Source: an optimization exercise on an open RTL-to-GDS flow (aim: small area). Production flows keep margins and buffers that such runs may drop.
Where RTL was checked, it was by simulation tests only, not by an equivalence proof against the original.
For run 6, only the layout was checked, not whether the RTL still works.

==> design/flow/config.mk <==
export PLATFORM = sky130hd
export DESIGN_NAME = Snake
export DESIGN_NICKNAME = Snake
export VERILOG_FILES = /design/flow/design.v
export SDC_FILE = /design/flow/constraint.sdc
export NUM_CORES = 8
export LEC_CHECK = 0
export CAP_MARGIN = 20
export CORE_MARGIN = 2
export CORE_UTILIZATION = 40
export CTS_BUF_LIST = sky130_fd_sc_hd__clkbuf_4 sky130_fd_sc_hd__clkbuf_8
export CTS_CLUSTER_DIAMETER = 60
export CTS_CLUSTER_SIZE = 40
export GPL_TIMING_DRIVEN = 0
export SETUP_SLACK_MARGIN = 0.15
export SLEW_MARGIN = 20
==> design/flow/constraint.sdc <==
create_clock -name core_clock -period 10.0 [get_ports {CLK_100MHz}]
set_input_delay 2.0000 -clock core_clock [delete_from_list [all_inputs] [get_ports {CLK_100MHz}]]
set_output_delay 2.0000 -clock core_clock [all_outputs]
set_load 0.01 [all_outputs]
==> design/flow/design.v <==
module Snake (CLK_100MHz,Tick,Reset,Go,dir,gameOver,randX,randY,VBlank,HBlank,
              CurrentX,CurrentY,RED,GREEN,BLUE);
    input CLK_100MHz, Tick, Reset, VBlank, HBlank, Go;
    input [10:0] randX, randY, CurrentX, CurrentY;
    input [1:0] dir;
    output reg gameOver;
    output [3:0] RED, GREEN, BLUE;
    reg        r_q, g_q, b_q;
    assign RED   = {4{r_q}};
    assign GREEN = {4{g_q}};
    assign BLUE  = {4{b_q}};
    reg  [8:0]   hx, hy;            
    reg  [8:0]   ancx [1:2];        
    reg  [8:0]   ancy [1:2];
    reg  [127:1] sa, sb;            
    reg  [6:0]   nvalid;            
    reg  [4:0]   sz;                
    reg  [10:0]  appleX, appleY;
    reg          pause, zflag;
    reg  [1:0]   ldir;
    wire [10:0] cx = CurrentX, cy = CurrentY;
    wire border = (cx <= 20) || (cx >= 780) || (cy <= 20) || (cy >= 580);
    wire apple  = (cx > appleX) && ({1'b0,cx} < {1'b0,appleX} + 12'd20) &&
                  (cy > appleY) && ({1'b0,cy} < {1'b0,appleY} + 12'd20);
    wire box00  = (cx != 0) && (cx < 20) && (cy != 0) && (cy < 20);
    wire [8:0] cqx = cx[10:2], cqy = cy[10:2];
    wire lox = (cx[1:0] == 2'b00), loy = (cy[1:0] == 2'b00);
    wire [4:0] rokx, roky;
    genvar r;
    generate
        for (r = 0; r < 5; r = r + 1) begin : rk
            assign rokx[r] = (r >= 1 || !lox) && (cqx >= r);
            assign roky[r] = (r >= 1 || !loy) && (cqy >= r);
        end
    endgenerate
    wire [8:0] zsx, zcx_, zsy, zcy_;
    Snake_csa5 mx(.c(cqx), .s(zsx), .k(zcx_));
    Snake_csa5 my(.c(cqy), .s(zsy), .k(zcy_));
    wire [2:0] okx, oky;
    wire [6:0] ex [0:2];
    wire [6:0] ey [0:2];
    genvar m, i;
    generate
        for (m = 0; m < 3; m = m + 1) begin : big
            wire [8:0] axm, aym;
            if (m == 0) begin : h
                assign axm = hx;
                assign aym = hy;
            end else begin : a
                assign axm = ancx[m];
                assign aym = ancy[m];
            end
            Snake_axis ax_(.zs(zsx), .zk(zcx_), .za(axm), .rok(rokx), .ok(okx[m]), .e(ex[m]));
            Snake_axis ay_(.zs(zsy), .zk(zcy_), .za(aym), .rok(roky), .ok(oky[m]), .e(ey[m]));
        end
    endgenerate
    wire [6:0] size = {sz, 2'b11};
    wire [6:0] lim = (size < nvalid) ? size : nvalid;
    wire [4:0] ea [0:7];            
    wire [4:0] eb [0:7];
    wire [5:0] offa [0:7];          
    wire [5:0] offb [0:7];
    wire [7:0] sub_any;             
    wire head;
    generate
        for (m = 0; m < 8; m = m + 1) begin : sub
            localparam BIG = m / 3;
            if (m % 3 == 0) begin : o0
                assign offa[m] = 6'd0;
                assign offb[m] = 6'd0;
            end else begin : o1
                assign offa[m] = offa[m-1] + {ea[m-1][4], ea[m-1]};
                assign offb[m] = offb[m-1] + {eb[m-1][4], eb[m-1]};
            end
            wire [8:0] sA = {2'b00, ex[BIG]} + {2'b00, ey[BIG]} + {offa[m][5], offa[m][5], offa[m], 1'b0} - 9'd78;
            wire [8:0] sB = {2'b00, ey[BIG]} - {2'b00, ex[BIG]} + 9'd15 - {offb[m][5], offb[m][5], offb[m], 1'b0};
            wire rin = (sA[8:5] == 4'd0) && (sB[8:5] == 4'd0);
            wire ok = okx[BIG] && oky[BIG] && rin;
            wire pi = sA[0];
            wire [3:0] ta = sA[4:1];
            wire [3:0] tb = sB[4:1];
            wire [3:0] ca [0:15];
            wire [3:0] cb [0:15];
            assign ca[0] = 4'd8;
            assign cb[0] = 4'd7;
            wire [15:0] mt;             
            assign mt[0] = (ta == 4'd8) && (tb == 4'd7) && ((m == 0) ? 1'b1 : (16*m <= lim));
            for (i = 1; i <= 15; i = i + 1) begin : ent
                if (16*m + i <= 127) begin : e
                    assign ca[i] = ca[i-1] - {3'd0, sa[16*m+i]} + ((i % 2 == 0) ? 4'd1 : 4'd0);
                    assign cb[i] = cb[i-1] + {3'd0, sb[16*m+i]} - ((i % 2 == 0) ? 4'd1 : 4'd0);
                    assign mt[i] = (ca[i] == ta) && (cb[i] == tb) && (16*m + i <= lim);
                end else begin : z
                    assign ca[i] = 4'd0;
                    assign cb[i] = 4'd0;
                end
            end
            if (16*m + 16 <= 127) begin : nx
                assign ea[m] = 5'd7 - {1'b0, ca[15]} + {4'd0, sa[16*m+16]};
                assign eb[m] = {1'b0, cb[15]} - 5'd8 + {4'd0, sb[16*m+16]};
            end else begin : nn
                assign ea[m] = 5'd0;
                assign eb[m] = 5'd0;
            end
            wire even_any = (m == 0) ? (|{mt[14], mt[12], mt[10], mt[8], mt[6], mt[4], mt[2]})
                                     : (|{mt[14], mt[12], mt[10], mt[8], mt[6], mt[4], mt[2], mt[0]});
            wire odd_any  = |{mt[15], mt[13], mt[11], mt[9], mt[7], mt[5], mt[3], mt[1]};
            assign sub_any[m] = ok && (pi ? odd_any : even_any);
            if (m == 0) begin : hd
                assign head = ok && !pi && mt[0];
            end
        end
    endgenerate
    wire snake = (|sub_any) | ((size > nvalid) && box00);
    wire restart = Reset || gameOver;
    wire eat = apple && head;
    wire zload = Reset || (Tick && zflag);
    wire [8:0] nhx = hx + ((ldir == 2'd1) ? 9'd1 : (ldir == 2'd3) ? 9'd511 : 9'd0);
    wire [8:0] nhy = hy + ((ldir == 2'd2) ? 9'd1 : (ldir == 2'd0) ? 9'd511 : 9'd0);
    wire na = (ldir == 2'd1) || (ldir == 2'd2);
    wire nb = (ldir == 2'd1) || (ldir == 2'd0);
    always @(posedge CLK_100MHz) begin
        ldir <= dir;
        if (restart) begin
            pause <= 1'b1;
            zflag <= 1'b1;
        end else begin
            if (Go) pause <= 1'b0;
            if (!pause) zflag <= 1'b0;
        end
        if (eat) begin
            appleX <= randX;
            appleY <= randY;
            if (sz != 5'd31) sz <= sz + 5'd1;
        end else if (restart) begin
            appleX <= 11'd400;
            appleY <= 11'd300;
            sz <= 5'd0;
        end
        gameOver <= !Reset && head && (border || snake);
        if (zload) begin
            hx <= 9'd5;       
            hy <= 9'd25;      
            nvalid <= 7'd0;
        end else if (Tick) begin
            hx <= nhx;
            hy <= nhy;
            if (nvalid != 7'd127) nvalid <= nvalid + 7'd1;
        end
        if (Tick) begin
            sa <= {sa[126:1], na};
            sb <= {sb[126:1], nb};
        end
        if (VBlank || HBlank) begin
            r_q <= 1'b0; g_q <= 1'b0; b_q <= 1'b0;
        end else begin
            r_q <= apple && !snake;
            g_q <= (head || snake) && !border;
            b_q <= border;
        end
    end
    generate
        for (m = 1; m < 3; m = m + 1) begin : anc
            wire a_ = sa[48*m], b_ = sb[48*m];
            wire xs = (a_ == b_);
            wire [8:0] ux = ancx[m] + (xs ? (a_ ? 9'd1 : 9'd511) : 9'd0);
            wire [8:0] uy = ancy[m] + (!xs ? (a_ ? 9'd1 : 9'd511) : 9'd0);
            wire v = (nvalid >= 48*m);
            always @(posedge CLK_100MHz)
                if (Tick) begin
                    ancx[m] <= v ? ux : 9'd5;
                    ancy[m] <= v ? uy : 9'd25;
                end
        end
    endgenerate
endmodule
module Snake_csa5(c, s, k);
    input  [8:0] c;
    output [8:0] s, k;
    wire [8:0] p0 = c, p1 = {c[6:0], 2'b0}, p2 = {c[5:0], 3'b0},
               p3 = {c[2:0], 6'b0}, p4 = {c[1:0], 7'b0};
    wire [8:0] s1 = p0 ^ p1 ^ p2;
    wire [8:0] k1 = {((p0 & p1) | (p0 & p2) | (p1 & p2)), 1'b0};
    wire [8:0] s2 = s1 ^ p3 ^ p4;
    wire [8:0] k2 = {((s1 & p3) | (s1 & p4) | (p3 & p4)), 1'b0};
    assign s = s2 ^ k1 ^ k2;
    assign k = {((s2 & k1) | (s2 & k2) | (k1 & k2)), 1'b0};
endmodule
module Snake_axis(zs, zk, za, rok, ok, e);
    input  [8:0] zs, zk, za;
    input  [4:0] rok;
    output ok;
    output [6:0] e;
    wire [8:0] d = zs + zk - za;
    wire ge56 = (d >= 9'd56), ge158 = (d >= 9'd158), ge261 = (d >= 9'd261),
         ge363 = (d >= 9'd363), ge465 = (d >= 9'd465);
    wire s3 = rok[3] &&  ge56  && !ge158;
    wire s1 = rok[1] &&  ge158 && !ge261;
    wire s4 = rok[4] &&  ge261 && !ge363;
    wire s2 = rok[2] &&  ge363 && !ge465;
    wire s0 = rok[0] && (ge465 || !ge56);
    assign ok = s0 | s1 | s2 | s3 | s4;
    wire [6:0] k = ({7{s0}} & 7'd47) | ({7{s1}} & 7'd98) | ({7{s2}} & 7'd21) |
                   ({7{s3}} & 7'd72) | ({7{s4}} & 7'd123);
    assign e = d[6:0] + k;
endmodule
==> design/flow/flow/run.sh <==
#!/bin/bash
# Own flow: the standard layout, with a synthesis that skips Yosys's full/half
# adder extraction (extract_fa) and maps with ABC's default area-recovering
# script.  Registers, their names and cell types are those of the standard
# synthesis (same RTL passes, same flop mapping); only the combinational
# mapping differs.
set -euo pipefail
W=$PWD
sed "s#SYNTH_SCRIPT=[^ ]*#SYNTH_SCRIPT=$W/flow/synth.tcl#" standard.sh > own_synth.sh
bash own_synth.sh synth > synth_make.log 2>&1
bash standard.sh > layout_make.log 2>&1
==> design/flow/flow/synth.tcl <==
# The standard synthesis script (synth_recipe.tcl) with two changes made by
# overriding commands: extract_fa does nothing, and abc maps with Yosys's
# default ABC script (no ORFS speed script, no delay target).
proc synth {args} { yosys synth -nofsm -noshare {*}$args }
proc extract_fa {args} { puts "own flow: extract_fa skipped" }
proc abc {args} {
  foreach k {-script -D} {
    set i [lsearch -exact $args $k]
    if {$i >= 0} { set args [lreplace $args $i [expr {$i + 1}]] }
  }
  puts "own flow: abc $args"
  yosys abc {*}$args
}
source $::env(SCRIPTS_DIR)/synth.tcl
# left out here: clear keep_hierarchy, flatten, clean up, hide names made inside functions, write 1_2_yosys.v
==> design/flow/standard.sh <==
#!/bin/bash
# synth_recipe.tcl (not shown) runs the flow's synth.tcl, then flattens the netlist and writes it again
# the make line also repeats each setting of config.mk as NAME=value (left out here)
make -C /OpenROAD-flow-scripts/flow DESIGN_CONFIG=/design/flow/config.mk WORK_HOME=/design/flow/orfs CLKGATE_MAP_FILE= SYNTH_SCRIPT=/design/flow/synth_recipe.tcl "${@:-finish}"
==> out/metrics.yaml, run 1 <==
sta:
  worst_pin_slew_ns: 1.25
  skew_ns: 0.0661
  slew_violations: 0
  setup_violations: 0
  slew_headroom_pct: 16.5
  hold_ws_ns: 0.453
  rsz0062_at_grt: "false"
  min_period_over_period_pct: 97.3
  finalHoldViolations: 0
  fmax_mhz: 103
  min_period_ns: 9.73
synthesis:
  synth.yosys.warnings: 5
  ys_async_sr_fraction_pct: 0
  avgSynthCellArea_um2: 8.65
  ys.flop_type: "edfxtp_1"
  synth.yosys.seq_area_share_pct: 23.1
  syn_nets: 5153
  synth-edff-count: 317
  ys_ff_latch: 350
  syn_inst: 5101
  netlist_area_mm2: 0.0441
  synth_cell_types: 106
place:
  gp_congestion: 0.970
  place_area_mm2: 0.0468
  place_inst: 6642
  hpwl_um: 110000
  io_buffers: 58
worst_hold_path:
  min_to: "sb[66]$_DFFE_PP_"
  hold_class: "flop to flop"
  min_from: "sb[65]$_DFFE_PP_"
  worstHoldPathCells: 0
clock_network:
  numCtsBuffers: 53
  cts_tree: "done"
  root_buffer: "clkbuf_8"
  ctsHoldBuffers: 0
  cts_buffer_depth: 3
  path_clk_slew_ns: 0.09
  clk-insertion-delay-late_ns: 0.79
  clock-sinks: 350
  htreeDepth: 2
setup_path:
  path_common_cell: "maj3_2"
  reg2reg_setup_slack_ns: 0.76
  path_class: "input port to flop"
  required_ns: 10.73
  max_stage_delay_ns: 0.51
  critPathArrivalTime_ns: 10.46
  worstSetupEndpointType: "flop"
  ff2ff_path_depth: 29
  worstReg2RegEnd: "gameOver$_DFF_P_"
  cp-start-kind: "input port"
  rr_startpoint: "sb[2]$_DFFE_PP_"
  cp_slowest_cell: "xnor3_2"
  crit_fanout: 10
run_status:
  outcome: "complete, no violations"
global_routing:
  antenna_found_initial: 5
  grt_pass1_vias: 37500
  gr-usage-met3_pct: 4.54
  track_usage_pct: 24.8
  met1_usage_pct: 32.7
  grt_busiest_layer: "met2"
  grt_first_pass_wirelength_um: 220000
  use_met2_pct: 40.1
  overflow: 0
  grt_max_degree: 93
routing:
  drc_errors: 0
  vias: 39300
  wire_per_inst_um: 21.1
  routed_wl_um: 145000
  dr.first_iter.drc_count: 3155
  viasPerCell: 5.72
  ant_nets: 0
  drt-pass1-iter-count: 7
flow_run:
  drv_cap: 0
final_layout:
  instances_no_fill: 6878
  design_area_mm2: 0.0517
  drive_gt1_share_pct: 13.5
  nets: 5406
  nFillCells: 10400
  syn_to_final_growth_pct: 17.2
die:
  die_h_um: 336
  die_w_um: 336
  die-area_mm2: 0.113
  num_rows: 121
  top_level_ports: 65
  core_area_mm2: 0.109
  start_util_pct: 40.4
## routing by layer
metal	share of wire [%]	wire length [µm]	vias to the layer above
met3	7.0	10100	278
li1	-	-	18700
met1	44	63100	19000
met2	46	66000	1338
met5	0.097	141	-
met4	3.8	5540	4
## worst max-delay path, delay by kind of cell
family          cells  cell delay (ns)
compound gates      7             1.34
xor+xnor            7             2.21
fa+ha+maj           8             2.80
buf+inv             7             1.15
mux                 1             0.19
simple gates        3             0.71
## Yosys cell counts (71+ instances only)
library cell	number	area (µm²)
a21oi_1	275	1380
clkbuf_1	117	439
edfxtp_1	317	9520
inv_1	105	394
maj3_1	124	1240
nand2_1	499	1870
nand2b_1	71	444
nand3_1	95	475
nor2_1	515	1930
nor3_1	100	500
o21ai_0	253	1270
xnor2_1	826	7230
xnor3_1	126	2840
xor2_1	507	4440
## what timing repair did
item | in CTS | in global routing
resized for setup | 322 | 169
setup buffers | 61 | 72
pin swaps | 80 | 87
cloned | 1 | 0
setup endpoints to repair | 57 | 51
## final cells by class
| type | count | area, µm² | area share (%) |
|---|---|---|---|
| Buffer | 162 | 858 | 1.66 |
| Antenna cell | 4 | 10.0 | 0.0194 |
| Tap cell | 1476 | 1850 | 3.57 |
| Multi-Input combinational cell | 4482 | 35200 | 68.1 |
| Sequential cell | 350 | 10200 | 19.7 |
| Clock buffer | 60 | 795 | 1.54 |
| Timing Repair Buffer | 199 | 1870 | 3.62 |
| Inverter | 106 | 398 | 0.769 |
| Clock inverter | 39 | 509 | 0.985 |
## flip-flops by register name, indices dropped and copies added (netlist names)
| signal | flops |
|---|---|
| appleY | 11 |
| zflag | 1 |
| ldir | 2 |
| hx | 9 |
| nvalid | 7 |
| pause | 1 |
| sa | 127 |
| sz | 5 |
| hy | 9 |
| b_q | 1 |
| ancy | 18 |
| gameOver | 1 |
| sb | 127 |
| g_q | 1 |
| appleX | 11 |
| ancx | 18 |
| r_q | 1 |
## logic make-up after synthesis
group / count (synthesis) / synth area share (%)
buffers and inverters: 270 / 2.53
xor gates and xnor gates: 1527 / 36.1
muxes: 18 / 0.414
AOI/OAI and AO/OA: 1120 / 16.8
adders and majority gates: 143 / 3.30
and+or+nand+nor: 1673 / 17.7
DFF: 350 / 23.1
## cell usage in the layout (no fill, tap or decap), drive strengths merged, types with 16 or more instances in the layout
cell,n
a2111oi,41
a211oi,48
a21boi,22
a21o,31
a21oi,278
a221oi,26
a22oi,23
a31oi,43
and2,64
and3,36
buf,192
clkbuf,178
clkdlybuf4s50,48
dfxtp,33
edfxtp,317
inv,127
maj3,143
mux2i,16
nand2,499
nand2b,71
nand3,95
nand4,58
nor2,516
nor2b,55
nor3,103
nor4,53
o2111ai,53
o211ai,37
o21a,36
o21ai,266
o221ai,25
o22ai,33
o31ai,22
or2,44
or3,36
xnor2,847
xnor3,128
xor2,517
xor3,35
## through the flow
| step | setup slack, ns | utilization (%) | setup TNS [ns] |
|---|---|---|---|
| after CTS | 0.161 | 46.2 | 0 |
| after floorplan | 0.171 | - | 0 |
| final | 0.268 | 47.4 | 0 |
| after global routing | 0.102 | 47.4 | 0 |
| after global placement | -7.24 | 42.7 | -1265.07 |
| after detailed placement | -3.05 | 42.9 | -113.82 |
## how the worst max path moves through the flow
stage / cells after the start / endpoint / from
2_1_floorplan: 31 / r_q$_SDFF_PP0_ / CurrentX[5]
3_5_place_dp: 33 / r_q$_SDFF_PP0_ / CurrentY[2]
6_report: 33 / gameOver$_DFF_P_ / CurrentY[5]
4_1_cts: 26 / gameOver$_DFF_P_ / CurrentY[6]
5_1_grt: 34 / gameOver$_DFF_P_ / CurrentY[3]
3_3_place_gp: 5 / hx[6]$_SDFFE_PP0P_ / Tick
==> run 2, diff against run 1 <==
--- a/design/flow/config.mk
+++ b/design/flow/config.mk
@@ -10,7 +10,8 @@
 export CORE_UTILIZATION = 40
 export CTS_BUF_LIST = sky130_fd_sc_hd__clkbuf_4 sky130_fd_sc_hd__clkbuf_8
 export CTS_CLUSTER_DIAMETER = 60
-export CTS_CLUSTER_SIZE = 40
+export CTS_CLUSTER_SIZE = 30
 export GPL_TIMING_DRIVEN = 0
+export PLACE_DENSITY = 0.72
 export SETUP_SLACK_MARGIN = 0.15
 export SLEW_MARGIN = 20
==> out/metrics.yaml, run 2 <==
synthesis:
  synth.yosys.warnings: 5  # unchanged
  syn_inst: 5101  # unchanged
  yosysTopAreaCellShare_pct: 21.6  # unchanged
  synth-edff-count: 317  # unchanged
  synth_area_leaders: "edfxtp_1 22%, xnor2_1 16%, xor2_1 10%"  # unchanged
  ys.flop_type: "edfxtp_1"  # unchanged
  synth.most_common_cell: "xnor2_1"  # unchanged
  synthTopCellsByCount: "826 x xnor2_1, 515 x nor2_1, 507 x xor2_1"  # unchanged
  yosysTopAreaCell: "edfxtp_1"  # unchanged
  avgSynthCellArea_um2: 8.65  # unchanged
  ys_ff_latch: 350  # unchanged
  syn_nets: 5153  # unchanged
  ys_async_sr_fraction_pct: 0  # unchanged
  synth_cell_types: 106  # unchanged
  synth.yosys.seq_area_share_pct: 23.1  # unchanged
  netlist_area_mm2: 0.0441  # unchanged
run_status:
  outcome: "complete, no violations"  # unchanged
sta:
  hold_ws_ns: 0.443  # was 0.453 ns
  worst_pin_slew_ns: 1.23  # was 1.25 ns
  fin_tns_setup_ns: 0  # unchanged
  rsz0062_at_grt: "false"  # unchanged
  skew_ns: 0.117  # was 0.0661 ns
  min_period_over_period_pct: 97.7  # was 97.3%
  slew_headroom_pct: 17.1  # was 16.5%
  min_period_ns: 9.77  # was 9.73 ns
  fmax_mhz: 102  # was 103 MHz
  finalHoldViolations: 0  # unchanged
  slew_violations: 0  # unchanged
  setup_violations: 0  # unchanged
global_routing:
  grt_first_pass_wirelength_um: 212000  # was 220000 µm
  grt_pass1_vias: 37800  # was 37500
  grt_max_degree: 88  # was 93
  antenna_found_initial: 10  # was 5
  track_usage_pct: 23.5  # was 24.8%
  overflow: 0  # unchanged
routing:
  wire_per_inst_um: 20.3  # was 21.1 µm
  dr.first_iter.drc_count: 3867  # was 3155
  vias: 40100  # was 39300
  routed_wl_um: 139000  # was 145000 µm
  ant_nets: 0  # unchanged
  drt-pass1-iter-count: 6  # was 7
  drc_errors: 0  # unchanged
  viasPerCell: 5.86  # was 5.72
flow_run:
  drv_cap: 0  # unchanged
clock_network:
  clock-sinks: 350  # unchanged
  root_buffer: "clkbuf_8"  # unchanged
  cts_tree: "done"  # unchanged
  path_clk_slew_ns: 0.11  # was 0.09 ns
  cts_buffer_depth: 3  # unchanged
  htreeDepth: 2  # unchanged
  clk-insertion-delay-late_ns: 0.80  # was 0.79 ns
  ctsHoldBuffers: 0  # unchanged
  numCtsBuffers: 47  # was 53
worst_hold_path:
  worstHoldPathCells: 0  # unchanged
  min_to: "sa[31]$_DFFE_PP_"  # was sb[66]$_DFFE_PP_
  hold_class: "flop to flop"  # unchanged
  min_from: "sa[30]$_DFFE_PP_"  # was sb[65]$_DFFE_PP_
setup_path:
  cp-start-kind: "input port"  # unchanged
  crit_buf_inv: 3  # was 7
  worstSetupEndpointType: "flop"  # unchanged
  crit_fanout: 9  # was 10
  cp_top_family: "XOR/XNOR gates"  # was adder cells
  rr_startpoint: "sa[49]$_DFFE_PP_"  # was sb[2]$_DFFE_PP_
  critPathArrivalTime_ns: 10.50  # was 10.46 ns
  max_stage_delay_ns: 0.64  # was 0.51 ns
  reg2reg_setup_slack_ns: 0.53  # was 0.76 ns
  required_ns: 10.73  # about the same
  path_common_cell: "maj3_2"  # unchanged
  ff2ff_path_depth: 29  # unchanged
  cp_slowest_cell: "xnor3_2"  # unchanged
  path_class: "input port to flop"  # unchanged
  worstReg2RegEnd: "g_q$_SDFF_PP0_"  # was gameOver$_DFF_P_
place:
  gp_congestion: 1.00  # was 0.970
  hpwl_um: 104000  # was 110000 µm
  io_buffers: 58  # unchanged
final_layout:
  nets: 5381  # was 5406
  layout_common_cells: "744 x xnor2_1, 499 x nor2_1, 496 x nand2_1, 461 x xor2_1, 317 x edfxtp_1"  # was 747 x xnor2_1, 503 x nor2_1, 495 x nand2_1, 465 x xor2_1, 317 x edfxtp_1
  syn_to_final_growth_pct: 16.8  # was 17.2%
  final_common_cell: "xnor2_1"  # unchanged
  reg_top3: "sa x127, sb x127"  # unchanged
  drive_gt1_share_pct: 13.1  # was 13.5%
  fin_util_pct: 47.2  # was 47.4%
die:
  num_rows: 121  # unchanged
  die_h_um: 336  # unchanged
  die-area_mm2: 0.113  # unchanged
  top_level_ports: 65  # unchanged
  core_area_mm2: 0.109  # unchanged
  die_w_um: 336  # unchanged
  start_util_pct: 40.4  # unchanged
run 2: cell counts after synthesis:
No cell type changed its count.
run 2: logic make-up after synthesis:
family / synth area share [%]
AOI/OAI and AO/OA: 16.8
xor gates and xnor gates: 36.1
adders and majority gates: 3.30
buffers and inverters: 2.53
DFF: 23.1
muxes: 0.414
and+or+nand+nor: 17.7
run 2: metal layers:
layer | GRT usage (%) | vias to the layer above | routed length [µm]
li1 | - | 18700 | -
met1 | 30.6 | 19100 | 56900
met2 | 37.6 | 1828 | 62300
met3 | 4.74 | 431 | 12500
met4 | 10.8 | 16 | 7030
met5 | 0.426 | - | 183
run 2: area by class of cell:
type,instances,area (µm²)
fillers,10200,57600
multi-input cells,4482,35400
flip-flops and latches,350,10200
well taps,1476,1850
repair buffers,180,1670
plain buffers,162,850
clock buffers,47,647
clock inverters,41,566
inverters,106,398
diodes,1,2.50
run 2: timing repair:
item	in CTS	in global routing
hold endpoints to repair	0	0
gates resized for setup	292	213
setup buffers	55	63
cloned	1	0
endpoints found under the setup margin	57	51
pin swaps	63	69
run 2: worst register-to-register path, delay by kind of cell, from the launching register on:
family | cells | cell delay, ns
xor+xnor | 15 | 5.74
compound gates | 7 | 1.56
simple gates | 4 | 0.94
buf+inv | 3 | 0.80
flops | 1 | 0.34
run 2: how the worst max path moves through the flow:
stage                      startpoint             endpoint  slack (ns)  cells after the start
after global placement           Tick   hx[6]$_SDFFE_PP0P_       -6.88                      5
after detailed placement  CurrentX[3]  sz[1]$_SDFFCE_PN0P_       -2.71                     26
after global routing      CurrentX[6]     gameOver$_DFF_P_        0.09                     32
after floorplan           CurrentX[5]       r_q$_SDFF_PP0_        0.17                     31
after CTS                 CurrentY[2]     gameOver$_DFF_P_        0.16                     31
final                     CurrentY[2]     gameOver$_DFF_P_        0.23                     28
run 2: through the flow:
stage	area (µm²)	setup slack [ns]	std cells
finish	51500	0.232	6845
global route	51500	0.0888	6845
global placement	46600	-6.88	6635
floorplan	44200	0.171	5101
detailed placement	46800	-2.71	6639
CTS	50100	0.157	6782
==> run 3, diff against run 2 <==
--- a/design/flow/config.mk
+++ b/design/flow/config.mk
@@ -9,9 +9,7 @@
 export CORE_MARGIN = 2
 export CORE_UTILIZATION = 40
 export CTS_BUF_LIST = sky130_fd_sc_hd__clkbuf_4 sky130_fd_sc_hd__clkbuf_8
-export CTS_CLUSTER_DIAMETER = 60
-export CTS_CLUSTER_SIZE = 30
+export CTS_CLUSTER_SIZE = 20
 export GPL_TIMING_DRIVEN = 0
-export PLACE_DENSITY = 0.72
 export SETUP_SLACK_MARGIN = 0.15
 export SLEW_MARGIN = 20
==> out/metrics.yaml, run 3 <==
global_routing:
  grt_max_degree: 93  # was 88
  overflow: 0  # unchanged
  grt_busiest_layer: "met2"  # unchanged
  antenna_found_initial: 4  # was 10
  met1_usage_pct: 33.1  # was 30.6%
  grt_pass1_vias: 37600  # was 37800
  gr-usage-met3_pct: 4.29  # was 4.74%
  grt_first_pass_wirelength_um: 221000  # was 212000 µm
  track_usage_pct: 24.9  # was 23.5%
  use_met2_pct: 40.6  # was 37.6%
synthesis:
  synth_adder_area_share_pct: 3.30  # unchanged
  synth-simple-area-share_pct: 17.7  # unchanged
  ys_async_sr_fraction_pct: 0  # unchanged
  synth_compound_area_share_pct: 16.8  # unchanged
  synth_xor_area_share_pct: 36.1  # unchanged
  yosysTopAreaCellShare_pct: 21.6  # unchanged
  synth_mux_area_share_pct: 0.414  # unchanged
  syn_nets: 5153  # unchanged
  yosysTopAreaCell: "edfxtp_1"  # unchanged
  synth.yosys.seq_area_share_pct: 23.1  # unchanged
  synthTopCellsByCount: "826 x xnor2_1, 515 x nor2_1, 507 x xor2_1"  # unchanged
  ys.flop_type: "edfxtp_1"  # unchanged
  avgSynthCellArea_um2: 8.65  # unchanged
  syn_inst: 5101  # unchanged
  synth_top_family_by_area: "XOR/XNOR gates"  # unchanged
  synth.yosys.warnings: 5  # unchanged
  synth.most_common_cell: "xnor2_1"  # unchanged
  synth_area_leaders: "edfxtp_1 22%, xnor2_1 16%, xor2_1 10%"  # unchanged
  ys_ff_latch: 350  # unchanged
  synth_cell_types: 106  # unchanged
  netlist_area_mm2: 0.0441  # unchanged
  synth-edff-count: 317  # unchanged
clock_network:
  cts_tree: "done"  # unchanged
  root_buffer: "clkbuf_8"  # unchanged
  clock-sinks: 350  # unchanged
  htreeDepth: 3  # was 2
  ctsHoldBuffers: 0  # unchanged
  clk-insertion-delay-late_ns: 0.76  # was 0.80 ns
  cts_buffer_depth: 3  # unchanged
  path_clk_slew_ns: 0.06  # was 0.11 ns
  numCtsBuffers: 75  # was 47
final_layout:
  layout_common_cells: "743 x xnor2_1, 500 x nor2_1, 492 x nand2_1, 465 x xor2_1, 317 x edfxtp_1"  # was 744 x xnor2_1, 499 x nor2_1, 496 x nand2_1, 461 x xor2_1, 317 x edfxtp_1
  reg_top3: "sa x127, sb x127"  # unchanged
  drive_gt1_share_pct: 14.4  # was 13.1%
  final_common_cell: "xnor2_1"  # unchanged
  syn_to_final_growth_pct: 18.4  # was 16.8%
  nets: 5442  # was 5381
routing:
  dr.first_iter.drc_count: 3012  # was 3867
  drt-pass1-iter-count: 6  # unchanged
  viasPerCell: 5.74  # was 5.86
  vias: 39800  # was 40100
  drc_errors: 0  # unchanged
  routed_wl_um: 146000  # was 139000 µm
  wire_per_inst_um: 21.1  # was 20.3 µm
  ant_nets: 0  # unchanged
setup_path:
  path_class: "input port to flop"  # unchanged
  rr_startpoint: "sa[49]$_DFFE_PP_"  # unchanged
  crit_fanout: 6  # was 9
  path_common_cell: "maj3_2"  # unchanged
  cp_top_family: "XOR/XNOR gates"  # unchanged
  setup.worst_path.end: "gameOver$_DFF_P_"  # unchanged
  critPathArrivalTime_ns: 10.41  # was 10.50 ns
  cp_slowest_cell: "xnor3_2"  # unchanged
  reg2reg_setup_slack_ns: 0.73  # was 0.53 ns
  crit_buf_inv: 8  # was 3
  crit_path_start: "CurrentY[5]"  # was CurrentY[2]
  ff2ff_path_depth: 29  # unchanged
  worstReg2RegEnd: "gameOver$_DFF_P_"  # was g_q$_SDFF_PP0_
  worstSetupEndpointType: "flop"  # unchanged
  required_ns: 10.68  # was 10.73 ns
  cp-start-kind: "input port"  # unchanged
  cp_num_cells: 34  # was 28
  max_stage_delay_ns: 0.51  # was 0.64 ns
sta:
  min_period_ns: 9.72  # was 9.77 ns
  hold_ws_ns: 0.448  # was 0.443 ns
  skew_ns: 0.0518  # was 0.117 ns
  fmax_mhz: 103  # was 102 MHz
  rsz0062_at_grt: "false"  # unchanged
  slew_headroom_pct: 11.6  # was 17.1%
  min_period_over_period_pct: 97.2  # was 97.7%
  slew_violations: 0  # unchanged
  worst_pin_slew_ns: 1.32  # was 1.23 ns
  setup_violations: 0  # unchanged
  fin_tns_setup_ns: 0  # unchanged
  finalHoldViolations: 0  # unchanged
worst_hold_path:
  hold_class: "flop to flop"  # unchanged
die:
  core_area_mm2: 0.109  # unchanged
  die_w_um: 336  # unchanged
  start_util_pct: 40.4  # unchanged
  die-area_mm2: 0.113  # unchanged
  die_h_um: 336  # unchanged
  top_level_ports: 65  # unchanged
  num_rows: 121  # unchanged
place:
  gp_congestion: 0.970  # was 1.00
  io_buffers: 58  # unchanged
  hpwl_um: 110000  # was 104000 µm
run_status:
  outcome: "complete, no violations"  # unchanged
flow_run:
  drv_cap: 0  # unchanged
-- run 3: metal layers --
| layer | vias up | wire [µm] | share of wire [%] |
|---|---|---|---|
| li1 | 18800 | - | - |
| met1 | 19300 | 64200 | 44 |
| met2 | 1358 | 67000 | 46 |
| met3 | 272 | 9570 | 6.6 |
| met4 | 6 | 5020 | 3.4 |
| met5 | - | 200 | 0.14 |
-- run 3: layout make-up --
cell class	count	area, µm²
antenna	3	7.51
buffer	162	885
clock buffer	101	1250
clock inverter	34	310
fill	10400	56900
inverter	106	398
multi-input combinational	4482	35400
sequential	350	10200
tap	1476	1850
timing repair buffer	213	1970
-- run 3: cell families (layout without fill, tap and decap cells) --
kind of cell             after synthesis  after routing
AND/OR/NAND/NOR                     1673           1673
buffers and inverters                270            616
AO/OA/AOI/OAI                       1120           1121
adder cells (fa/ha/maj)              143            143
flip-flops                           350            350
XOR/XNOR                            1527           1527
other                                  0              3
multiplexers                          18             18
-- run 3: repair_timing --
item                       CTS  global route
gates resized for setup    319           214
hold endpoints to repair     0             0
buffers inserted            59            88
setup endpoints to repair   57            51
pin swaps                   81           103
gates cloned                 1             1
-- run 3: worst register-to-register path, delay by kind of cell, from the launching register on --
family,cells,cell delay [ns]
AOI/OAI and AO/OA,6,1.25
DFF,1,0.35
buffers and inverters,4,0.91
muxes,1,0.14
xor gates and xnor gates,13,5.29
and+or+nand+nor,4,0.79
adders and majority gates,1,0.42
-- run 3: stage by stage --
step / cell area, µm² / util [%] / setup slack, ns / instances
after global placement: 46600 / 42.7 / -7.24 / 6635
after floorplan: 44200 / - / 0.171 / 5101
after CTS: 50600 / 46.4 / 0.158 / 6836
after global routing: 52200 / 47.8 / 0.0657 / 6925
final: 52200 / 47.8 / 0.277 / 6927
after detailed placement: 46800 / 42.9 / -3.05 / 6642
-- run 3: worst min path at each step --
stage,startpoint,end,slack (ns),depth (start not counted)
detailed placement,pause$_SDFFE_PP1P_,zflag$_SDFFE_PP1N_,0.43,2
CTS,sb[65]$_DFFE_PP_,sb[66]$_DFFE_PP_,0.45,0
global placement,sb[49]$_DFFE_PP_,sb[50]$_DFFE_PP_,0.43,0
global route,sb[65]$_DFFE_PP_,sb[66]$_DFFE_PP_,0.46,0
floorplan,sb[49]$_DFFE_PP_,sb[50]$_DFFE_PP_,0.42,0
finish,sb[65]$_DFFE_PP_,sb[66]$_DFFE_PP_,0.45,0
==> run 4, diff against run 3 <==
--- a/design/flow/config.mk
+++ b/design/flow/config.mk
@@ -8,8 +8,9 @@
 export CAP_MARGIN = 20
 export CORE_MARGIN = 2
 export CORE_UTILIZATION = 40
-export CTS_BUF_LIST = sky130_fd_sc_hd__clkbuf_4 sky130_fd_sc_hd__clkbuf_8
-export CTS_CLUSTER_SIZE = 20
+export CTS_BUF_LIST = sky130_fd_sc_hd__clkbuf_8 sky130_fd_sc_hd__clkbuf_16
+export CTS_CLUSTER_DIAMETER = 80
+export CTS_CLUSTER_SIZE = 40
 export GPL_TIMING_DRIVEN = 0
 export SETUP_SLACK_MARGIN = 0.15
 export SLEW_MARGIN = 20
==> out/metrics.yaml, run 4 <==
place:
  hpwl_um: 110000  # unchanged
  place_inst: 6642  # unchanged
  place_area_mm2: 0.0468  # unchanged
  io_buffers: 58  # unchanged
  gp_congestion: 0.970  # unchanged
synthesis:
  syn_inst: 5101  # unchanged
  ys_async_sr_fraction_pct: 0  # unchanged
  synth.yosys.seq_area_share_pct: 23.1  # unchanged
  netlist_area_mm2: 0.0441  # unchanged
  synth_area_leaders: "edfxtp_1 22%, xnor2_1 16%, xor2_1 10%"  # unchanged
  synth-edff-count: 317  # unchanged
  ys.flop_type: "edfxtp_1"  # unchanged
  yosysTopAreaCellShare_pct: 21.6  # unchanged
  ys_ff_latch: 350  # unchanged
  synth_cell_types: 106  # unchanged
  syn_nets: 5153  # unchanged
  synth.most_common_cell: "xnor2_1"  # unchanged
  synth.yosys.warnings: 5  # unchanged
  yosysTopAreaCell: "edfxtp_1"  # unchanged
  synthTopCellsByCount: "826 x xnor2_1, 515 x nor2_1, 507 x xor2_1"  # unchanged
  avgSynthCellArea_um2: 8.65  # unchanged
final_layout:
  reg_top3: "sa x127, sb x127"  # unchanged
  layout_common_cells: "739 x xnor2_1, 501 x nor2_1, 496 x nand2_1, 463 x xor2_1, 317 x edfxtp_1"  # was 743 x xnor2_1, 500 x nor2_1, 492 x nand2_1, 465 x xor2_1, 317 x edfxtp_1
  drive_gt1_share_pct: 13.7  # was 14.4%
  nets: 5406  # was 5442
  syn_to_final_growth_pct: 17.8  # was 18.4%
  instances_no_fill: 6855  # was 6927
  antenna_cells: 0  # was 3
  fin_util_pct: 47.6  # was 47.8%
  design_area_mm2: 0.0520  # was 0.0522 mm²
  final_common_cell: "xnor2_1"  # unchanged
sta:
  min_period_over_period_pct: 97.3  # was 97.2%
  setup_violations: 0  # unchanged
  rsz0062_at_grt: "false"  # unchanged
  slew_headroom_pct: 14.2  # was 11.6%
  skew_ns: 0.0434  # was 0.0518 ns
  fmax_mhz: 103  # about the same
  hold_ws_ns: 0.450  # was 0.448 ns
  min_period_ns: 9.73  # was 9.72 ns
  worst_pin_slew_ns: 1.28  # was 1.32 ns
  slew_violations: 0  # unchanged
  finalHoldViolations: 0  # unchanged
routing:
  drt-pass1-iter-count: 6  # unchanged
  dr.first_iter.drc_count: 2944  # was 3012
  viasPerCell: 5.73  # was 5.74
  wire_per_inst_um: 21.0  # was 21.1 µm
  vias: 39300  # was 39800
  ant_nets: 0  # unchanged
  routed_wl_um: 144000  # was 146000 µm
  drc_errors: 0  # unchanged
setup_path:
  cp-start-kind: "input port"  # unchanged
  max_stage_delay_ns: 0.53  # was 0.51 ns
  critPathArrivalTime_ns: 10.35  # was 10.41 ns
  cp_slowest_cell: "or4b_4"  # was xnor3_2
  path_common_cell: "buf_4"  # was maj3_2
  crit_fanout: 10  # was 6
  worstSetupEndpointType: "flop"  # unchanged
  required_ns: 10.62  # was 10.68 ns
  ff2ff_path_depth: 29  # unchanged
  path_class: "input port to flop"  # unchanged
global_routing:
  overflow: 0  # unchanged
  track_usage_pct: 24.5  # was 24.9%
  grt_max_degree: 93  # unchanged
  grt_pass1_vias: 37200  # was 37600
  grt_first_pass_wirelength_um: 218000  # was 221000 µm
  antenna_found_initial: 3  # was 4
die:
  die_w_um: 336  # unchanged
  die_h_um: 336  # unchanged
  die-area_mm2: 0.113  # unchanged
  num_rows: 121  # unchanged
  core_area_mm2: 0.109  # unchanged
  start_util_pct: 40.4  # unchanged
  top_level_ports: 65  # unchanged
clock_network:
  ctsHoldBuffers: 0  # unchanged
  numCtsBuffers: 31  # was 75
  clock-sinks: 350  # unchanged
  path_clk_slew_ns: 0.09  # was 0.06 ns
  root_buffer: "clkbuf_16"  # was clkbuf_8
  clk-insertion-delay-late_ns: 0.69  # was 0.76 ns
  cts_tree: "done"  # unchanged
  htreeDepth: 1  # was 3
  cts_buffer_depth: 3  # unchanged
worst_hold_path:
  hold_class: "flop to flop"  # unchanged
  worstHoldPathCells: 2  # was 0
flow_run:
  drv_cap: 0  # unchanged
run_status:
  outcome: "complete, no violations"  # unchanged
[run 4: cell types whose count changed in the layout (fill, tap and decap cells not counted), moves of 6 or more]
| cell | change |
|---|---|
| clkbuf_8 | -78 |
| clkbuf_16 | +31 |
| clkbuf_4 | -25 |
| clkinv_1 | -14 |
| buf_4 | +12 |
| clkinv_2 | -9 |
| inv_12 | +7 |
| xnor2_4 | +6 |
[run 4: layer usage]
| metal | global-route usage [%] | routed length (µm) |
|---|---|---|
| met1 | 32.7 | 63100 |
| met2 | 40.0 | 65500 |
| met3 | 4.15 | 9600 |
| met4 | 8.24 | 5490 |
| met5 | 0.851 | 127 |
[run 4: final cells by class]
| type | count | area, µm² |
|---|---|---|
| fill | 10400 | 57200 |
| multi-input combinational | 4482 | 35500 |
| sequential | 350 | 10200 |
| timing repair buffer | 222 | 2040 |
| tap | 1476 | 1850 |
| buffer | 161 | 881 |
| clock buffer | 31 | 776 |
| inverter | 106 | 398 |
| clock inverter | 27 | 394 |
[run 4: kinds of logic (layout without fill, tap and decap cells)]
kind of cell | after synthesis | count (layout) | synth area share, %
AOI/OAI and AO/OA | 1120 | 1121 | 16.8
xor gates and xnor gates | 1527 | 1527 | 36.1
adders and majority gates | 143 | 143 | 3.30
buffers and inverters | 270 | 547 | 2.53
DFF | 350 | 350 | 23.1
muxes | 18 | 18 | 0.414
and+or+nand+nor | 1673 | 1673 | 17.7
[run 4: critical path, delay by kind of cell]
kind	cells	cell delay, ns
buffers and inverters	8	1.82
and+or+nand+nor	5	1.58
xor gates and xnor gates	6	1.75
adders and majority gates	4	1.54
AOI/OAI and AO/OA	8	1.63
[run 4: path summary, 6_finish.rpt]
| path | slack, ns | endpoint | from |
|---|---|---|---|
| hold / removal | 0.45 | zflag$_SDFFE_PP1N_ | pause$_SDFFE_PP1P_ |
| hold reg to reg | 0.45 | zflag$_SDFFE_PP1N_ | pause$_SDFFE_PP1P_ |
| setup / recovery | 0.27 | gameOver$_DFF_P_ | CurrentY[7] |
| setup reg to reg | 0.75 | gameOver$_DFF_P_ | sa[49]$_DFFE_PP_ |
[run 4: metrics by stage]
stage / setup WS, ns / TNS [ns]
final: 0.267 / 0
after detailed placement: -3.05 / -113.82
after global routing: 0.105 / 0
after CTS: 0.153 / 0
after floorplan: 0.171 / 0
after global placement: -7.24 / -1265.07
[run 4: timing repair]
action / 4_1_cts / 5_1_grt
setup endpoints to repair: 57 / 54
gates cloned: 1 / 1
resized for setup: 343 / 205
pin swaps: 87 / 113
setup buffers: 68 / 88
==> run 5, diff against run 4 <==
==> design/flow/config.mk (replaced) <==
export PLATFORM = sky130hd
export DESIGN_NAME = Snake
export DESIGN_NICKNAME = Snake
export VERILOG_FILES = /design/flow/design.v
export SDC_FILE = /design/flow/constraint.sdc
export NUM_CORES = 8
export LEC_CHECK = 0
export CAP_MARGIN = 20
export CORE_MARGIN = 2
export CORE_UTILIZATION = 40
export CTS_BUF_LIST = sky130_fd_sc_hd__clkbuf_2 sky130_fd_sc_hd__clkbuf_4 sky130_fd_sc_hd__clkbuf_8
export CTS_CLUSTER_DIAMETER = 50
export CTS_CLUSTER_SIZE = 20
export GPL_TIMING_DRIVEN = 0
export SETUP_SLACK_MARGIN = 0.15
export SLEW_MARGIN = 20
==> out/metrics.yaml, run 5 <==
die:
  die_h_um: 336  # unchanged
  core_area_mm2: 0.109  # unchanged
  die_w_um: 336  # unchanged
  start_util_pct: 40.4  # unchanged
  num_rows: 121  # unchanged
  top_level_ports: 65  # unchanged
  die-area_mm2: 0.113  # unchanged
routing:
  wire_per_inst_um: 21.0  # about the same
  drc_errors: 0  # unchanged
  ant_nets: 0  # unchanged
  viasPerCell: 5.71  # was 5.73
  drt-pass1-iter-count: 7  # was 6
  vias: 39400  # was 39300
  dr.first_iter.drc_count: 3093  # was 2944
  routed_wl_um: 145000  # was 144000 µm
synthesis:
  synth_cell_types: 106  # unchanged
  syn_nets: 5153  # unchanged
  ys_ff_latch: 350  # unchanged
  synth.most_common_cell: "xnor2_1"  # unchanged
  synth_compound_area_share_pct: 16.8  # unchanged
  synth_top_family_by_area: "XOR/XNOR gates"  # unchanged
  netlist_area_mm2: 0.0441  # unchanged
  synth.yosys.seq_area_share_pct: 23.1  # unchanged
  synthTopCellsByCount: "826 x xnor2_1, 515 x nor2_1, 507 x xor2_1"  # unchanged
  synth_adder_area_share_pct: 3.30  # unchanged
  ys.flop_type: "edfxtp_1"  # unchanged
  synth-simple-area-share_pct: 17.7  # unchanged
  synth-edff-count: 317  # unchanged
  ys_async_sr_fraction_pct: 0  # unchanged
  yosysTopAreaCellShare_pct: 21.6  # unchanged
  synth_mux_area_share_pct: 0.414  # unchanged
  synth_area_leaders: "edfxtp_1 22%, xnor2_1 16%, xor2_1 10%"  # unchanged
  yosysTopAreaCell: "edfxtp_1"  # unchanged
  avgSynthCellArea_um2: 8.65  # unchanged
  synth.yosys.warnings: 5  # unchanged
  syn_inst: 5101  # unchanged
  synth_xor_area_share_pct: 36.1  # unchanged
clock_network:
  clock-sinks: 350  # unchanged
  numCtsBuffers: 70  # was 31
  cts_tree: "done"  # unchanged
  clk-insertion-delay-late_ns: 0.74  # was 0.69 ns
  path_clk_slew_ns: 0.08  # was 0.09 ns
  htreeDepth: 3  # was 1
  root_buffer: "clkbuf_8"  # was clkbuf_16
  cts_buffer_depth: 3  # unchanged
final_layout:
  design_area_mm2: 0.0521  # was 0.0520 mm²
  nets: 5430  # was 5406
  drive_gt1_share_pct: 14.2  # was 13.7%
  layout_common_cells: "744 x xnor2_1, 502 x nor2_1, 496 x nand2_1, 466 x xor2_1, 317 x edfxtp_1"  # was 739 x xnor2_1, 501 x nor2_1, 496 x nand2_1, 463 x xor2_1, 317 x edfxtp_1
  final_common_cell: "xnor2_1"  # unchanged
  syn_to_final_growth_pct: 18.1  # was 17.8%
  instances_no_fill: 6911  # was 6855
  reg_top3: "sa x127, sb x127"  # unchanged
setup_path:
  required_ns: 10.67  # was 10.62 ns
  crit_fanout: 10  # unchanged
  path_common_cell: "clkbuf_2"  # was buf_4
  path_class: "input port to flop"  # unchanged
  rr_startpoint: "sb[2]$_DFFE_PP_"  # was sa[49]$_DFFE_PP_
  cp-start-kind: "input port"  # unchanged
  setup.worst_path.end: "gameOver$_DFF_P_"  # unchanged
  cp_slowest_cell: "xnor2_2"  # was or4b_4
  worstReg2RegEnd: "gameOver$_DFF_P_"  # unchanged
  reg2reg_setup_slack_ns: 0.75  # about the same
  crit_path_start: "CurrentX[3]"  # was CurrentY[7]
  ff2ff_path_depth: 29  # unchanged
  critPathArrivalTime_ns: 10.44  # was 10.35 ns
  worstSetupEndpointType: "flop"  # unchanged
  max_stage_delay_ns: 0.61  # was 0.53 ns
place:
  hpwl_um: 110000  # unchanged
  place_inst: 6642  # unchanged
  place_area_mm2: 0.0468  # unchanged
  gp_congestion: 0.970  # unchanged
  io_buffers: 58  # unchanged
global_routing:
  antenna_found_initial: 5  # was 3
  track_usage_pct: 24.9  # was 24.5%
  grt_max_degree: 93  # unchanged
  grt_pass1_vias: 37600  # was 37200
  grt_first_pass_wirelength_um: 220000  # was 218000 µm
  overflow: 0  # unchanged
flow_run:
  drv_cap: 0  # unchanged
sta:
  min_period_ns: 9.77  # was 9.73 ns
  finalHoldViolations: 0  # unchanged
  rsz0062_at_grt: "false"  # unchanged
  skew_ns: 0.0552  # was 0.0434 ns
  min_period_over_period_pct: 97.7  # was 97.3%
  slew_headroom_pct: 16.8  # was 14.2%
  slew_violations: 0  # unchanged
  worst_pin_slew_ns: 1.24  # was 1.28 ns
  setup_violations: 0  # unchanged
  fmax_mhz: 102  # was 103 MHz
worst_hold_path:
  hold_class: "flop to flop"  # unchanged
run_status:
  outcome: "complete, no violations"  # unchanged
[run 5: changes by cell type in the layout (fill, tap and decap cells not counted), sizes merged, moves of 6 or more]
| cell | change |
|---|---|
| buf | -19 |
| bufinv | +6 |
| clkbuf | +54 |
| clkinv | +13 |
| clkinvlp | +10 |
| inv | -10 |
[run 5: how the worst min path moves through the flow]
stage / start / cells past startpoint / slack, ns / to
after floorplan: sb[49]$_DFFE_PP_ / 0 / 0.42 / sb[50]$_DFFE_PP_
after global placement: sb[49]$_DFFE_PP_ / 0 / 0.43 / sb[50]$_DFFE_PP_
after detailed placement: pause$_SDFFE_PP1P_ / 2 / 0.43 / zflag$_SDFFE_PP1N_
after CTS: sb[65]$_DFFE_PP_ / 0 / 0.45 / sb[66]$_DFFE_PP_
after global routing: sa[49]$_DFFE_PP_ / 0 / 0.46 / sa[50]$_DFFE_PP_
final: sb[49]$_DFFE_PP_ / 0 / 0.44 / sb[50]$_DFFE_PP_
[run 5: layout make-up]
type / instances / area (µm²)
inverters: 106 / 398
fillers: 10400 / 57100
plain buffers: 162 / 886
well taps: 1476 / 1850
flip-flops and latches: 350 / 10200
clock buffers: 81 / 1050
diodes: 2 / 5.00
clock inverters: 46 / 500
repair buffers: 206 / 1910
multi-input cells: 4482 / 35300
[run 5: worst max-delay path, delay by kind of cell]
family	cells	cell delay, ns
AOI/OAI and AO/OA	9	2.33
xor gates and xnor gates	6	2.33
buffers and inverters	8	1.81
and+or+nand+nor	8	1.96
[run 5: kinds of logic (layout without fill, tap and decap cells)]
logic type / Yosys count / after routing
compound gates: 1120 / 1121
xor+xnor: 1527 / 1527
fa+ha+maj: 143 / 143
buf+inv: 270 / 601
flops: 350 / 350
mux: 18 / 18
other cells: 0 / 2
simple gates: 1673 / 1673
[run 5: through the flow]
step	utilization, %	setup TNS [ns]	worst slack (ns)	hold slack [ns]
floorplan	-	0	0.171	0.421
global placement	42.7	-1265.07	-7.24	0.427
detailed placement	42.9	-113.82	-3.05	0.435
CTS	46.4	0	0.160	0.449
global route	47.7	0	0.0661	0.457
finish	47.7	0	0.231	0.440
[run 5: repair_timing]
item                                    4_1_cts  5_1_grt
gates resized for setup                     321      195
endpoints found under the setup margin       57       55
hold buffers                                  0        0
pin swaps                                    82       98
cloned                                        1        1
buffers inserted                             64       75
[run 5: routing by layer]
layer	part of all wire, %	global-route usage (%)
met4	4.0	9.12
met1	44	32.9
met5	0.099	0.851
met2	45	40.3
met3	6.8	4.53
==> run 6, diff against run 5 <==
--- a/design/flow/design.v
+++ b/design/flow/design.v
@@ -72,10 +72,13 @@
                 assign offa[m] = offa[m-1] + {ea[m-1][4], ea[m-1]};
                 assign offb[m] = offb[m-1] + {eb[m-1][4], eb[m-1]};
             end
-            wire [8:0] sA = {2'b00, ex[BIG]} + {2'b00, ey[BIG]} + {offa[m][5], offa[m][5], offa[m], 1'b0} - 9'd78;
-            wire [8:0] sB = {2'b00, ey[BIG]} - {2'b00, ex[BIG]} + 9'd15 - {offb[m][5], offb[m][5], offb[m], 1'b0};
-            wire rin = (sA[8:5] == 4'd0) && (sB[8:5] == 4'd0);
-            wire ok = okx[BIG] && oky[BIG] && rin;
+            wire [4:0] sA, sB;
+            wire zA, zB;
+            Snake_sum3z ua(.a({2'b00, ex[BIG]}), .b({2'b00, ey[BIG]}),
+                           .c({offa[m][5], offa[m][5], offa[m], 1'b0} - 9'd78), .lo(sA), .zhi(zA));
+            Snake_sum3z ub(.a({2'b00, ey[BIG]}), .b({2'b11, ~ex[BIG]}),
+                           .c(9'd16 - {offb[m][5], offb[m][5], offb[m], 1'b0}), .lo(sB), .zhi(zB));
+            wire ok = okx[BIG] && oky[BIG] && zA && zB;
             wire pi = sA[0];
             wire [3:0] ta = sA[4:1];
             wire [3:0] tb = sB[4:1];
@@ -200,7 +203,21 @@
     wire s2 = rok[2] &&  ge363 && !ge465;
     wire s0 = rok[0] && (ge465 || !ge56);
     assign ok = s0 | s1 | s2 | s3 | s4;
-    wire [6:0] k = ({7{s0}} & 7'd47) | ({7{s1}} & 7'd98) | ({7{s2}} & 7'd21) |
-                   ({7{s3}} & 7'd72) | ({7{s4}} & 7'd123);
-    assign e = d[6:0] + k;
-endmodule
+    wire [6:0] e0 = d[6:0] + 7'd47, e1 = d[6:0] + 7'd98, e2 = d[6:0] + 7'd21,
+               e3 = d[6:0] + 7'd72, e4 = d[6:0] + 7'd123;
+    assign e = ({7{s0}} & e0) | ({7{s1}} & e1) | ({7{s2}} & e2) |
+               ({7{s3}} & e3) | ({7{s4}} & e4);
+endmodule
+module Snake_sum3z(a, b, c, lo, zhi);
+    input  [8:0] a, b, c;
+    output [4:0] lo;
+    output zhi;
+    wire [8:0] s = a ^ b ^ c;
+    wire [8:0] k = {((a & b) | (a & c) | (b & c)), 1'b0};
+    wire [5:0] l = {1'b0, s[4:0]} + {1'b0, k[4:0]};
+    assign lo = l[4:0];
+    wire [3:0] x = s[8:5], y = k[8:5];
+    wire [3:0] t = x ^ y;
+    assign zhi = (t[0] == l[5]) && (t[1] == (x[0] | y[0])) &&
+                 (t[2] == (x[1] | y[1])) && (t[3] == (x[2] | y[2]));
+endmodule
--- a/design/flow/config.mk
+++ b/design/flow/config.mk
@@ -8,8 +8,7 @@
 export CAP_MARGIN = 20
 export CORE_MARGIN = 2
 export CORE_UTILIZATION = 40
-export CTS_BUF_LIST = sky130_fd_sc_hd__clkbuf_2 sky130_fd_sc_hd__clkbuf_4 sky130_fd_sc_hd__clkbuf_8
-export CTS_CLUSTER_DIAMETER = 50
+export CTS_BUF_LIST = sky130_fd_sc_hd__clkbuf_4 sky130_fd_sc_hd__clkbuf_8
 export CTS_CLUSTER_SIZE = 20
 export GPL_TIMING_DRIVEN = 0
 export SETUP_SLACK_MARGIN = 0.15
==> out/metrics.yaml, run 6 <==
run_status:
  outcome: "complete, no violations"  # unchanged
die:
  die_h_um: 348  # was 336 µm
  top_level_ports: 65  # unchanged
  start_util_pct: 40.3  # was 40.4%
  die_w_um: 348  # was 336 µm
  num_rows: 126  # was 121
  die-area_mm2: 0.121  # was 0.113 mm²
  core_area_mm2: 0.118  # was 0.109 mm²
setup_path:
  path_class: "input port to flop"  # unchanged
  crit_fanout: 10  # unchanged
  path_common_cell: "buf_4"  # was clkbuf_2
  worstSetupEndpointType: "flop"  # unchanged
  required_ns: 10.63  # was 10.67 ns
  critPathArrivalTime_ns: 10.32  # was 10.44 ns
  cp_top_family: "simple AND/OR/NAND/NOR gates"  # was XOR/XNOR gates
  max_stage_delay_ns: 0.62  # was 0.61 ns
  cp-start-kind: "input port"  # unchanged
  crit_buf_inv: 8  # unchanged
  cp_slowest_cell: "a2111oi_0"  # was xnor2_2
global_routing:
  grt_busiest_layer: "met2"  # unchanged
  overflow: 0  # unchanged
  grt_first_pass_wirelength_um: 231000  # was 220000 µm
  track_usage_pct: 24.2  # was 24.9%
  antenna_found_initial: 5  # unchanged
  gr-usage-met3_pct: 2.81  # was 4.53%
  met1_usage_pct: 33.3  # was 32.9%
  use_met2_pct: 39.5  # was 40.3%
  grt_pass1_vias: 39600  # was 37600
  grt_max_degree: 98  # was 93
routing:
  wire_per_inst_um: 20.7  # was 21.0 µm
  vias: 41500  # was 39400
  viasPerCell: 5.68  # was 5.71
  drc_errors: 0  # unchanged
  dr.first_iter.drc_count: 3480  # was 3093
  ant_nets: 0  # unchanged
  drt-pass1-iter-count: 5  # was 7
  routed_wl_um: 151000  # was 145000 µm
clock_network:
  cts_tree: "done"  # unchanged
  cts_buffer_depth: 3  # unchanged
  path_clk_slew_ns: 0.05  # was 0.08 ns
  ctsHoldBuffers: 0  # unchanged
  htreeDepth: 3  # unchanged
  numCtsBuffers: 75  # was 70
  clk-insertion-delay-late_ns: 0.77  # was 0.74 ns
  clock-sinks: 350  # unchanged
  root_buffer: "clkbuf_8"  # unchanged
sta:
  finalHoldViolations: 0  # unchanged
  fin_ws_ns: 0.316  # was 0.231 ns
  min_period_ns: 9.68  # was 9.77 ns
  slew_violations: 0  # unchanged
  fmax_mhz: 103  # was 102 MHz
  worst_pin_slew_ns: 1.14  # was 1.24 ns
  skew_ns: 0.0452  # was 0.0552 ns
  setup_violations: 0  # unchanged
  rsz0062_at_grt: "true"  # was false
  hold_ws_ns: 0.448  # was 0.440 ns
  min_period_over_period_pct: 96.8  # was 97.7%
  slew_headroom_pct: 23.2  # was 16.8%
synthesis:
  synth.yosys.seq_area_share_pct: 21.5  # was 23.1%
  synth_cell_types: 131  # was 106
  netlist_area_mm2: 0.0474  # was 0.0441 mm²
  syn_inst: 5504  # was 5101
  ys_ff_latch: 350  # unchanged
  synth-edff-count: 317  # unchanged
  ys_async_sr_fraction_pct: 0  # unchanged
  yosysTopAreaCell: "edfxtp_1"  # unchanged
  synth.yosys.warnings: 5  # unchanged
  yosysTopAreaCellShare_pct: 20.1  # was 21.6%
  ys.flop_type: "edfxtp_1"  # unchanged
  synthTopCellsByCount: "880 x xnor2_1, 599 x nand2_1, 535 x nor2_1"  # was 826 x xnor2_1, 515 x nor2_1, 507 x xor2_1
  avgSynthCellArea_um2: 8.61  # was 8.65 µm²
  synth.most_common_cell: "xnor2_1"  # unchanged
  syn_nets: 5556  # was 5153
  synth_area_leaders: "edfxtp_1 20%, xnor2_1 16%, xor2_1 9.0%"  # was edfxtp_1 22%, xnor2_1 16%, xor2_1 10%
final_layout:
  final_common_cell: "xnor2_1"  # unchanged
  drive_gt1_share_pct: 11.8  # was 14.2%
  layout_common_cells: "832 x xnor2_1, 598 x nand2_1, 526 x nor2_1, 468 x xor2_1, 317 x edfxtp_1"  # was 744 x xnor2_1, 502 x nor2_1, 496 x nand2_1, 466 x xor2_1, 317 x edfxtp_1
  reg_top3: "sa x127, sb x127"  # unchanged
  syn_to_final_growth_pct: 13.0  # was 18.1%
  nets: 5765  # was 5430
  nFillCells: 11400  # was 10400
place:
  io_buffers: 56  # was 58
  hpwl_um: 117000  # was 110000 µm
  gp_congestion: 0.939  # was 0.970
  dp_slack_ns: -2.59  # was -3.05 ns
flow_run:
  drv_cap: 0  # unchanged
worst_hold_path:
  hold_class: "flop to flop"  # unchanged
run 6: cell count changes in the layout (fill, tap and decap cells not counted), moves of 33 or more:
cell     delta
o21ai_0    +37
nand2_1   +102
xnor2_1    +88
xnor3_1    +44
maj3_1     -34
nand3_1    +33
buf_4      -61
run 6: kinds of logic (layout without fill, tap and decap cells):
family | count (synthesis) | in the layout | synth area share (%)
AOI/OAI and AO/OA | 1152 | 1152 | 16.0
DFF | 350 | 350 | 21.5
xor gates and xnor gates | 1628 | 1628 | 37.1
muxes | 41 | 41 | 0.892
adders and majority gates | 106 | 106 | 2.34
and+or+nand+nor | 1947 | 1948 | 19.6
buffers and inverters | 280 | 548 | 2.67
other | 0 | 4 | 0
run 6: per-layer routing:
metal / part of all wire [%] / vias to the layer above / wire length (µm)
met4: 3.0 / 2 / 4520
met1: 45 / 20000 / 68800
met3: 5.5 / 222 / 8300
li1: - / 20100 / -
met5: 0.046 / - / 69
met2: 46 / 1255 / 69500
run 6: stage by stage:
stage / instances / utilization (%) / instance area (µm²) / TNS [ns]
after floorplan: 5504 / - / 47400 / 0
after global placement: 7096 / 42.4 / 49900 / -1222.27
after detailed placement: 7101 / 42.5 / 50100 / -96.37
after CTS: 7276 / 44.9 / 52900 / 0
after global routing: 7311 / 45.5 / 53600 / 0
final: 7313 / 45.5 / 53600 / 0
run 6: worst paths after layout:
path | start | endpoint | slack (ns) | cells past startpoint
max | CurrentY[7] | g_q$_SDFF_PP0_ | 0.32 | 34
min | sa[97]$_DFFE_PP_ | sa[98]$_DFFE_PP_ | 0.45 | 0
max reg2reg | sa[98]$_DFFE_PP_ | gameOver$_DFF_P_ | 1.24 | 26
min reg2reg | sa[97]$_DFFE_PP_ | sa[98]$_DFFE_PP_ | 0.45 | 0
run 6: final cells by class:
cell class                 instances  area [µm²]  share of cell area [%]
sequential                       350       10200                    19.0
timing repair buffer             131        1310                    2.44
buffer                           171         947                    1.77
clock buffer                      89        1140                    2.13
clock inverter                    48         432                   0.806
antenna                            4        10.0                  0.0187
inverter                         109         409                   0.764
multi-input combinational       4875       37200                    69.5
tap                             1536        1920                    3.59
run 6: timing repair:
item | 4_1_cts | 5_1_grt
endpoints found under the hold margin | 0 | 0
setup buffers | 38 | 31
setup endpoints to repair | 57 | 48
pin swaps | 26 | 27
resized for setup | 158 | 103
gates cloned | 0 | 1

static timing again, ports no longer ideal:
The flow's constraints put no driver on any port. The routed layouts listed below were extracted and timed again, unchanged, in two steps. Step 1 assumes that a clkbuf_16 drives the clock port and a buf_2 every other input. Step 2 moves the port delays by t, midway between the first and last clock arrival at a register: inputs arrive t later, outputs are due t later. That takes back most of the time a late clock gives input paths. a / b / c = ideal / step 1 / step 2; a / b = the first two.
run	t, ns	slack for setup (ns)	hold slack, ns	worst slew at a driven data input, ns
run 1	0.829	0.268 / 0.307 / -0.521	0.453 / 0.453 / 0.453	0.06
run 2	0.806	0.232 / 0.257 / -0.549	0.443 / 0.443 / 0.443	0.07
run 3	0.810	0.277 / 0.316 / -0.494	0.448 / 0.448 / 0.448	0.06
run 4	0.741	0.267 / 0.320 / -0.421	0.450 / 0.450 / 0.450	0.05
run 5	0.789	0.231 / 0.271 / -0.518	0.440 / 0.440 / 0.440	0.06
run 6	0.824	0.316 / 0.364 / -0.459	0.448 / 0.448 / 0.448	0.06
Met with ideal ports but missed after step 2: setup timing in every run listed. The setup slack of run 1, which loses most, moves by +0.039 ns with the drivers and by -0.789 ns with both steps.
